What follows belongs to an exercise in optimizing a design on an open flow for small area; a production flow would make more cautious choices.
At most, simulation tests tie the RTL to the original design; equivalence was not proved.

==> 06-09 <==
## mmu_l2tlb_replace
module mmu_l2tlb_replace (
    input            rstn,
    input            clk,
    input      [1:0] i_update_en_2,
    input      [7:0] i_update_position_8,
    input      [3:0] i_update_way_4,
    input      [3:0] i_l21_valid_4,
    input      [3:0] i_l22_valid_4,
    input      [1:0] i_replace_en_2,
    input      [5:0] i_l21_replace_position_6,
    input      [7:0] i_l22_replace_position_8,
    output reg [3:0] o_replace_way_4
);
==> module mmu_l2tlb_plru_rd16, before the edit <==
module mmu_l2tlb_plru_rd16 (
    input  [47:0] states,   
    input  [15:0] sel,
    output [ 2:0] state
);
    wire [15:0] b2, b1, b0;
    genvar c;
    generate
        for (c = 0; c < 16; c = c + 1) begin : g_c
            assign b2[c] = states[3*c+2];
            assign b1[c] = states[3*c+1];
            assign b0[c] = states[3*c];
        end
    endgenerate
    assign state = {|(b2 & sel), |(b1 & sel), |(b0 & sel)};
endmodule
==> module mmu_l2tlb_replace, before the edit <==
module mmu_l2tlb_replace (
    input            rstn,
    input            clk,
    input      [1:0] i_update_en_2,
    input      [7:0] i_update_position_8,
    input      [3:0] i_update_way_4,
    input      [3:0] i_l21_valid_4,
    input      [3:0] i_l22_valid_4,
    input      [1:0] i_replace_en_2,
    input      [5:0] i_l21_replace_position_6,
    input      [7:0] i_l22_replace_position_8,
    output reg [3:0] o_replace_way_4
);
    localparam NR = 20;
    localparam NC = 16;
    reg valid;
    always @(posedge clk or negedge rstn) begin
        if (!rstn) valid <= 1'b0;
        else valid <= 1'b1;
    end
    wire upd22 = (i_update_en_2 == 2'b01);
    wire upd21 = (i_update_en_2 == 2'b10) && (i_update_position_8[7:6] == 2'b00);
    wire w3 = (i_update_way_4 == 4'b1000);
    wire w2 = (i_update_way_4 == 4'b0100);
    wire w1 = (i_update_way_4 == 4'b0010);
    wire w0 = (i_update_way_4 == 4'b0001);
    wire [NR-1:0] r_sel;
    wire [NR-1:0] rv_sel;
    wire [NC-1:0] c_hi, c1, c3, cv_lo, cv_hi;
    genvar gr, gc;
    generate
        for (gr = 0; gr < NR; gr = gr + 1) begin : g_row
            if (gr < 16) begin : g_l22
                assign r_sel[gr] = upd22 && (i_update_position_8[7:4] == gr);
            end else begin : g_l21
                assign r_sel[gr] = upd21 && (i_update_position_8[5:4] == gr - 16);
            end
            assign rv_sel[gr] = r_sel[gr] | ~valid;
        end
        for (gc = 0; gc < NC; gc = gc + 1) begin : g_col
            wire cm = (i_update_position_8[3:0] == gc);
            assign c_hi[gc]  = cm & (w3 | w2);
            assign c1[gc]    = cm & w1;
            assign c3[gc]    = cm & w3;
            assign cv_lo[gc] = (cm & (w1 | w0)) | ~valid;
            assign cv_hi[gc] = (cm & (w3 | w2)) | ~valid;
        end
    endgenerate
    wire [2:0] st[0:NR*NC-1];
    generate
        for (gr = 0; gr < NR; gr = gr + 1) begin : g_r
            for (gc = 0; gc < NC; gc = gc + 1) begin : g_c
                mmu_l2tlb_plru_4way plru (
                    .clk  (clk),
                    .r    (r_sel[gr]),
                    .rv   (rv_sel[gr]),
                    .c_hi (c_hi[gc]),
                    .c1   (c1[gc]),
                    .c3   (c3[gc]),
                    .cv_lo(cv_lo[gc]),
                    .cv_hi(cv_hi[gc]),
                    .state(st[gr*NC+gc])
                );
            end
        end
    endgenerate
    wire       rd21 = i_replace_en_2[1];
    wire [3:0] rd_col = rd21 ? i_l21_replace_position_6[3:0] : i_l22_replace_position_8[3:0];
    wire [3:0] vbits = rd21 ? i_l21_valid_4 : i_l22_valid_4;
    wire [NR-1:0] rd_row;
    wire [NC-1:0] rd_colsel;
    wire [NR-1:0] row_s2, row_s1, row_s0;
    generate
        for (gr = 0; gr < NR; gr = gr + 1) begin : g_rdrow
            if (gr < 16) begin : g_l22
                assign rd_row[gr] = valid & ~rd21 & (i_l22_replace_position_8[7:4] == gr);
            end else begin : g_l21
                assign rd_row[gr] = valid & rd21 & (i_l21_replace_position_6[5:4] == gr - 16);
            end
            wire [3*NC-1:0] row_states;
            for (gc = 0; gc < NC; gc = gc + 1) begin : g_rdcol
                assign row_states[3*gc+2:3*gc] = st[gr*NC+gc];
            end
            mmu_l2tlb_plru_rd16 rd (
                .states(row_states),
                .sel   (rd_colsel),
                .state ({row_s2[gr], row_s1[gr], row_s0[gr]})
            );
        end
        for (gc = 0; gc < NC; gc = gc + 1) begin : g_rdcolsel
            assign rd_colsel[gc] = (rd_col == gc);
        end
    endgenerate
    wire [2:0] s = {|(row_s2 & rd_row), |(row_s1 & rd_row), |(row_s0 & rd_row)};
    wire [1:0] idx = {s[1] ^ s[2], s[0]};
    always @(*) begin
        if (i_replace_en_2 == 2'b00) begin
            o_replace_way_4 = 4'b0000;
        end else if (!vbits[0]) begin
            o_replace_way_4 = 4'b0001;
        end else if (!vbits[1]) begin
            o_replace_way_4 = 4'b0010;
        end else if (!vbits[2]) begin
            o_replace_way_4 = 4'b0100;
        end else if (!vbits[3]) begin
            o_replace_way_4 = 4'b1000;
        end else begin
            o_replace_way_4 = 4'b0001 << idx;
        end
    end
endmodule
make LEC_CHECK=0 ABC_AREA=0 CAP_MARGIN=20 CORE_MARGIN=2 CORE_UTILIZATION=55 SLEW_MARGIN=20 SYNTH_HIERARCHICAL=1 SYNTH_MINIMUM_KEEP_SIZE=0 finish   # period 14.0 ns
run.sh (not shown) runs the stock make flow with config.mk's settings and CLKGATE_MAP_FILE= SYNTH_SCRIPT=/design/flow/synth_recipe.tcl, a recipe that flattens the netlist after the stock synthesis.
==> 03-22 (differences from 06-09) <==
==> flow/design.v (replaced) <==
`timescale 1ns / 1ps
module mmu_l2tlb_plru_4way (
    input            clk,
    input            r,
    input            rv,
    input            c_hi,
    input            c1,
    input            c3,
    input            cv_lo,
    input            cv_hi,
    output reg [2:0] state
);
    wire k_lo = ~(rv & cv_lo);   
    wire k_hi = ~(rv & cv_hi);   
    always @(posedge clk) begin
        state[2] <= (state[2] & k_lo) | (r & c_hi);
        state[1] <= (state[1] & k_lo) | (r & c1);
        state[0] <= (state[0] & k_hi) | (r & c3);
    end
endmodule
module mmu_l2tlb_plru_rd3 (
    input  [8:0] states,   
    input  [2:0] sel,
    output [2:0] state_n
);
    assign state_n = ~((states[8:6] & {3{sel[2]}}) |
                       (states[5:3] & {3{sel[1]}}) |
                       (states[2:0] & {3{sel[0]}}));
endmodule
module mmu_l2tlb_plru_rdrow (
    input  [47:0] states,   
    input  [15:0] sel,
    input         row_sel,
    output [ 2:0] state
);
    wire [2:0] g_n[0:4];
    genvar g;
    generate
        for (g = 0; g < 5; g = g + 1) begin : g_grp
            mmu_l2tlb_plru_rd3 rd (
                .states (states[9*g+8:9*g]),
                .sel    (sel[3*g+2:3*g]),
                .state_n(g_n[g])
            );
        end
    endgenerate
    assign state = {3{row_sel}} & (~g_n[0] | ~g_n[1] | ~g_n[2] | ~g_n[3] | ~g_n[4] |
                                   (states[47:45] & {3{sel[15]}}));
endmodule
module mmu_l2tlb_plru_rowdrv (
    input  a_n,     
    input  b_n,     
    input  valid,
    output r,
    output rv
);
    assign r  = ~(a_n | b_n);
    assign rv = ~((a_n | b_n) & valid);
endmodule
module mmu_l2tlb_plru_coldrv (
    input  cm_n,    
    input  hi_n,    
    input  lo_n,    
    input  w1_n,    
    input  w3_n,    
    input  valid,
    output c_hi,
    output c1,
    output c3,
    output cv_lo,
    output cv_hi
);
    assign c_hi  = ~(cm_n | hi_n);
    assign c1    = ~(cm_n | w1_n);
    assign c3    = ~(cm_n | w3_n);
    assign cv_lo = ~((cm_n | lo_n) & valid);
    assign cv_hi = ~((cm_n | hi_n) & valid);
endmodule
module mmu_l2tlb_plru_and2n (
    input  a_n,
    input  b_n,
    output y
);
    assign y = ~(a_n | b_n);
endmodule
`timescale 1ns / 1ps
module mmu_l2tlb_replace (
    input            rstn,
    input            clk,
    input      [1:0] i_update_en_2,
    input      [7:0] i_update_position_8,
    input      [3:0] i_update_way_4,
    input      [3:0] i_l21_valid_4,
    input      [3:0] i_l22_valid_4,
    input      [1:0] i_replace_en_2,
    input      [5:0] i_l21_replace_position_6,
    input      [7:0] i_l22_replace_position_8,
    output reg [3:0] o_replace_way_4
);
    localparam NR = 20;
    localparam NC = 16;
    reg valid;
    always @(posedge clk or negedge rstn) begin
        if (!rstn) valid <= 1'b0;
        else valid <= 1'b1;
    end
    wire [7:0] up = i_update_position_8;
    wire upd22 = (i_update_en_2 == 2'b01);
    wire upd21 = (i_update_en_2 == 2'b10) && (i_update_position_8[7:6] == 2'b00);
    wire w3 = (i_update_way_4 == 4'b1000);
    wire w2 = (i_update_way_4 == 4'b0100);
    wire w1 = (i_update_way_4 == 4'b0010);
    wire w0 = (i_update_way_4 == 4'b0001);
    wire [NR-1:0] r_sel[0:1];
    wire [NR-1:0] rv_sel[0:1];
    wire [NC-1:0] c_hi[0:1], c1[0:1], c3[0:1], cv_lo[0:1], cv_hi[0:1];
    wire [4:0] ra_n;
    wire [3:0] rb_n;
    assign ra_n[0] = ~(upd22 && up[7:6] == 2'd0);
    assign ra_n[1] = ~(upd22 && up[7:6] == 2'd1);
    assign ra_n[2] = ~(upd22 && up[7:6] == 2'd2);
    assign ra_n[3] = ~(upd22 && up[7:6] == 2'd3);
    assign ra_n[4] = ~upd21;
    assign rb_n[0] = ~(up[5:4] == 2'd0);
    assign rb_n[1] = ~(up[5:4] == 2'd1);
    assign rb_n[2] = ~(up[5:4] == 2'd2);
    assign rb_n[3] = ~(up[5:4] == 2'd3);
    wire hi_n = ~(w3 | w2);
    wire lo_n = ~(w1 | w0);
    wire w1_n = ~w1;
    wire w3_n = ~w3;
    genvar gr, gc, gh;
    generate
        for (gr = 0; gr < NR; gr = gr + 1) begin : g_row
            for (gh = 0; gh < 2; gh = gh + 1) begin : g_half
                mmu_l2tlb_plru_rowdrv drv (
                    .a_n  (ra_n[gr/4]),
                    .b_n  (rb_n[gr%4]),
                    .valid(valid),
                    .r    (r_sel[gh][gr]),
                    .rv   (rv_sel[gh][gr])
                );
            end
        end
        for (gc = 0; gc < NC; gc = gc + 1) begin : g_col
            wire cm_n = ~(up[3:0] == gc);
            for (gh = 0; gh < 2; gh = gh + 1) begin : g_half
                mmu_l2tlb_plru_coldrv drv (
                    .cm_n (cm_n),
                    .hi_n (hi_n),
                    .lo_n (lo_n),
                    .w1_n (w1_n),
                    .w3_n (w3_n),
                    .valid(valid),
                    .c_hi (c_hi[gh][gc]),
                    .c1   (c1[gh][gc]),
                    .c3   (c3[gh][gc]),
                    .cv_lo(cv_lo[gh][gc]),
                    .cv_hi(cv_hi[gh][gc])
                );
            end
        end
    endgenerate
    wire [2:0] st[0:NR*NC-1];
    generate
        for (gr = 0; gr < NR; gr = gr + 1) begin : g_r
            for (gc = 0; gc < NC; gc = gc + 1) begin : g_c
                mmu_l2tlb_plru_4way plru (
                    .clk  (clk),
                    .r    (r_sel[gc/8][gr]),
                    .rv   (rv_sel[gc/8][gr]),
                    .c_hi (c_hi[gr/10][gc]),
                    .c1   (c1[gr/10][gc]),
                    .c3   (c3[gr/10][gc]),
                    .cv_lo(cv_lo[gr/10][gc]),
                    .cv_hi(cv_hi[gr/10][gc]),
                    .state(st[gr*NC+gc])
                );
            end
        end
    endgenerate
    wire       rd21 = i_replace_en_2[1];
    wire [3:0] rd_col = rd21 ? i_l21_replace_position_6[3:0] : i_l22_replace_position_8[3:0];
    wire [3:0] vbits = rd21 ? i_l21_valid_4 : i_l22_valid_4;
    wire [NR-1:0] rd_row;
    wire [NC-1:0] rd_colsel[0:1];
    wire [2:0] row_st[0:NR-1];
    generate
        for (gr = 0; gr < NR; gr = gr + 1) begin : g_rdrow
            if (gr < 16) begin : g_l22
                assign rd_row[gr] = valid & ~rd21 & (i_l22_replace_position_8[7:4] == gr);
            end else begin : g_l21
                assign rd_row[gr] = valid & rd21 & (i_l21_replace_position_6[5:4] == gr - 16);
            end
            wire [3*NC-1:0] row_states;
            for (gc = 0; gc < NC; gc = gc + 1) begin : g_rdcol
                assign row_states[3*gc+2:3*gc] = st[gr*NC+gc];
            end
            mmu_l2tlb_plru_rdrow rd (
                .states (row_states),
                .sel    (rd_colsel[gr/10]),
                .row_sel(rd_row[gr]),
                .state  (row_st[gr])
            );
        end
        for (gc = 0; gc < NC; gc = gc + 1) begin : g_rdcolsel
            wire lo_n = ~(rd_col[1:0] == gc % 4);
            wire hi_n = ~(rd_col[3:2] == gc / 4);
            for (gh = 0; gh < 2; gh = gh + 1) begin : g_half
                mmu_l2tlb_plru_and2n drv (
                    .a_n(lo_n),
                    .b_n(hi_n),
                    .y  (rd_colsel[gh][gc])
                );
            end
        end
    endgenerate
    reg [2:0] s;
    integer i;
    always @(*) begin
        s = 3'b000;
        for (i = 0; i < NR; i = i + 1) s = s | row_st[i];
    end
    wire [1:0] idx = {s[1] ^ s[2], s[0]};
    always @(*) begin
        if (i_replace_en_2 == 2'b00) begin
            o_replace_way_4 = 4'b0000;
        end else if (!vbits[0]) begin
            o_replace_way_4 = 4'b0001;
        end else if (!vbits[1]) begin
            o_replace_way_4 = 4'b0010;
        end else if (!vbits[2]) begin
            o_replace_way_4 = 4'b0100;
        end else if (!vbits[3]) begin
            o_replace_way_4 = 4'b1000;
        end else begin
            o_replace_way_4 = 4'b0001 << idx;
        end
    end
endmodule
==> flow/flow/run.sh (new file) <==
#!/bin/bash
set -euo pipefail
export CTS_ARGS="-sink_clustering_enable -repair_clock_nets -dont_use_dummy_load -sink_clustering_size 28 -sink_clustering_max_diameter 100"
bash standard.sh finish > standard_flow.log 2>&1
==> flow/standard.sh (new file) <==
#!/bin/bash
# synth_recipe.tcl (not shown) runs the flow's synth.tcl, then flattens the netlist and writes it again
# the make line also repeats each setting of config.mk as NAME=value (left out here)
make -C /OpenROAD-flow-scripts/flow DESIGN_CONFIG=/design/flow/config.mk WORK_HOME=/design/flow/orfs CLKGATE_MAP_FILE= SYNTH_SCRIPT=/design/flow/synth_recipe.tcl "${@:-finish}"
CAP_MARGIN = 0   (was 20)
GPL_ROUTABILITY_DRIVEN = 0   (was unset)
SLEW_MARGIN = 0   (was 20)
removed: flow/run.sh
==> 08-15 (differences from 06-09) <==
--- a/flow/design.v
+++ b/flow/design.v
@@ -18,21 +18,34 @@
         state[0] <= (state[0] & k_hi) | (r & c3);
     end
 endmodule
-module mmu_l2tlb_plru_rd16 (
+module mmu_l2tlb_plru_rd3 (
+    input  [8:0] states,   
+    input  [2:0] sel,
+    output [2:0] state_n
+);
+    assign state_n = ~((states[8:6] & {3{sel[2]}}) |
+                       (states[5:3] & {3{sel[1]}}) |
+                       (states[2:0] & {3{sel[0]}}));
+endmodule
+module mmu_l2tlb_plru_rdrow (
     input  [47:0] states,   
     input  [15:0] sel,
+    input         row_sel,
     output [ 2:0] state
 );
-    wire [15:0] b2, b1, b0;
-    genvar c;
+    wire [2:0] g_n[0:4];
+    genvar g;
     generate
-        for (c = 0; c < 16; c = c + 1) begin : g_c
-            assign b2[c] = states[3*c+2];
-            assign b1[c] = states[3*c+1];
-            assign b0[c] = states[3*c];
+        for (g = 0; g < 5; g = g + 1) begin : g_grp
+            mmu_l2tlb_plru_rd3 rd (
+                .states (states[9*g+8:9*g]),
+                .sel    (sel[3*g+2:3*g]),
+                .state_n(g_n[g])
+            );
         end
     endgenerate
-    assign state = {|(b2 & sel), |(b1 & sel), |(b0 & sel)};
+    assign state = {3{row_sel}} & (~g_n[0] | ~g_n[1] | ~g_n[2] | ~g_n[3] | ~g_n[4] |
+                                   (states[47:45] & {3{sel[15]}}));
 endmodule
 `timescale 1ns / 1ps
 module mmu_l2tlb_replace (
@@ -106,7 +119,7 @@
     wire [3:0] vbits = rd21 ? i_l21_valid_4 : i_l22_valid_4;
     wire [NR-1:0] rd_row;
     wire [NC-1:0] rd_colsel;
-    wire [NR-1:0] row_s2, row_s1, row_s0;
+    wire [2:0] row_st[0:NR-1];
     generate
         for (gr = 0; gr < NR; gr = gr + 1) begin : g_rdrow
             if (gr < 16) begin : g_l22
@@ -118,17 +131,23 @@
             for (gc = 0; gc < NC; gc = gc + 1) begin : g_rdcol
                 assign row_states[3*gc+2:3*gc] = st[gr*NC+gc];
             end
-            mmu_l2tlb_plru_rd16 rd (
-                .states(row_states),
-                .sel   (rd_colsel),
-                .state ({row_s2[gr], row_s1[gr], row_s0[gr]})
+            mmu_l2tlb_plru_rdrow rd (
+                .states (row_states),
+                .sel    (rd_colsel),
+                .row_sel(rd_row[gr]),
+                .state  (row_st[gr])
             );
         end
         for (gc = 0; gc < NC; gc = gc + 1) begin : g_rdcolsel
             assign rd_colsel[gc] = (rd_col == gc);
         end
     endgenerate
-    wire [2:0] s = {|(row_s2 & rd_row), |(row_s1 & rd_row), |(row_s0 & rd_row)};
+    reg [2:0] s;
+    integer i;
+    always @(*) begin
+        s = 3'b000;
+        for (i = 0; i < NR; i = i + 1) s = s | row_st[i];
+    end
     wire [1:0] idx = {s[1] ^ s[2], s[0]};
     always @(*) begin
         if (i_replace_en_2 == 2'b00) begin
==> flow/flow/run.sh (new file) <==
#!/bin/bash
set -euo pipefail
export CTS_ARGS="-sink_clustering_enable -repair_clock_nets -dont_use_dummy_load"
bash standard.sh finish > standard_flow.log 2>&1
==> flow/standard.sh (new file) <==
#!/bin/bash
# synth_recipe.tcl (not shown) runs the flow's synth.tcl, then flattens the netlist and writes it again
# the make line also repeats each setting of config.mk as NAME=value (left out here)
make -C /OpenROAD-flow-scripts/flow DESIGN_CONFIG=/design/flow/config.mk WORK_HOME=/design/flow/orfs CLKGATE_MAP_FILE= SYNTH_SCRIPT=/design/flow/synth_recipe.tcl "${@:-finish}"
removed: flow/run.sh
==> 05-13 (differences from 06-09) <==
CORE_UTILIZATION = 70   (was 55)
==> results.sh <==
export IMPL_cp_max_fo=33
export IMPL_firstDrtPassIters=14
export IMPL_status="finished clean"
export IMPL_route_met2_wl_mm=63.4
export IMPL_pwr_share_seq_pct=52.0
export IMPL_h_tree_depth=3
export IMPL_syn_nets=3401
export IMPL_netlist_area_um2=35800
export IMPL_power_clock_fraction_pct=42.2
export IMPL_fin_worst_skew_ns=0.0555
export IMPL_grt_pass1_vias=33074
export IMPL_clock_buffers=97
export IMPL_min_period_ns=12.09
export IMPL_drtIter0Drc=7119
export IMPL_syn_inst=3361
export IMPL_gp_congestion=0.967
export IMPL_power_uw=5270
[end of results for 08-15]
==> results.sh <==
export IMPL_status="finished clean"
export IMPL_min_period_ns=11.78
export IMPL_h_tree_depth=3
export IMPL_drtIter0Drc=6681
export IMPL_route_met2_wl_mm=61.5
export IMPL_syn_inst=3443
export IMPL_gp_congestion=1.05
export IMPL_syn_nets=3483
export IMPL_power_clock_fraction_pct=46.6
export IMPL_pwr_share_seq_pct=47.8
export IMPL_clock_buffers=136
export IMPL_netlist_area_um2=36800
[end of results for 05-13]
==> results.sh <==
export IMPL_min_period_ns=11.71
export IMPL_status="finished clean"
export IMPL_netlist_area_um2=36200
export IMPL_drtIter0Drc=6545
export IMPL_power_uw=4390
export IMPL_cp_max_fo=31
export IMPL_firstDrtPassIters=14
export IMPL_route_met2_wl_mm=64.3
export IMPL_power_clock_fraction_pct=31.2
export IMPL_pwr_share_seq_pct=62.3
[end of results for 03-22]
==> results.sh <==
export IMPL_power_clock_fraction_pct=46.3
export IMPL_cpMaxStageDelayCell="a221oi_1"
export IMPL_firstDrtPassIters=6
export IMPL_h_tree_depth=3
export IMPL_cp_max_fo=40
export IMPL_status="finished clean"
export IMPL_power_uw=5690
export IMPL_gp_congestion=0.988
export IMPL_drtIter0Drc=5215
export IMPL_clock_buffers=141
export IMPL_nWellTaps=864
export IMPL_pwr_share_seq_pct=48.1
export IMPL_grt_pass1_vias=33225
export IMPL_route_met2_wl_mm=66.2
export IMPL_netlist_area_um2=36800
export IMPL_syn_nets=3483
export IMPL_clock_area_share_pct=7.42
export IMPL_syn_inst=3443
[end of results for 06-09]
Function not checked in 06-09 and 05-13: the RTL went through the layout flow alone.

==> afterwards: timing with drivers on the ports <==
The flow's constraints put no driver on any port. The routed layouts listed below were extracted and timed again, unchanged, in two steps. Step 1, drivers: a clkbuf_16 drives clk and a buf_2 each remaining input, both assumed. Step 2 times the ports against the registers' clock, not the clock port: input delays grow and output delays shrink by t, the midpoint of the rising clock arrivals with the driver on. Three values: ideal, step 1, step 2; two values: the first two.
run | t (ns) | setup slack, ns | worst register clock-pin slew, ns
06-09 | 0.745 | 2.337 / 2.308 / 2.308 | 0.07 / 0.07
03-22 | 0.679 | 2.287 / 2.263 / 2.263 | 0.12 / 0.12
08-15 | 0.694 | 1.914 / 1.887 / 1.887 | 0.06 / 0.06
05-13 | 0.742 | 2.217 / 2.190 / 2.190 | 0.07 / 0.07
After both steps every run listed still meets setup and hold. The setup slack of 06-09, which loses most, moves by -0.029 ns with the drivers and by -0.029 ns with both steps.
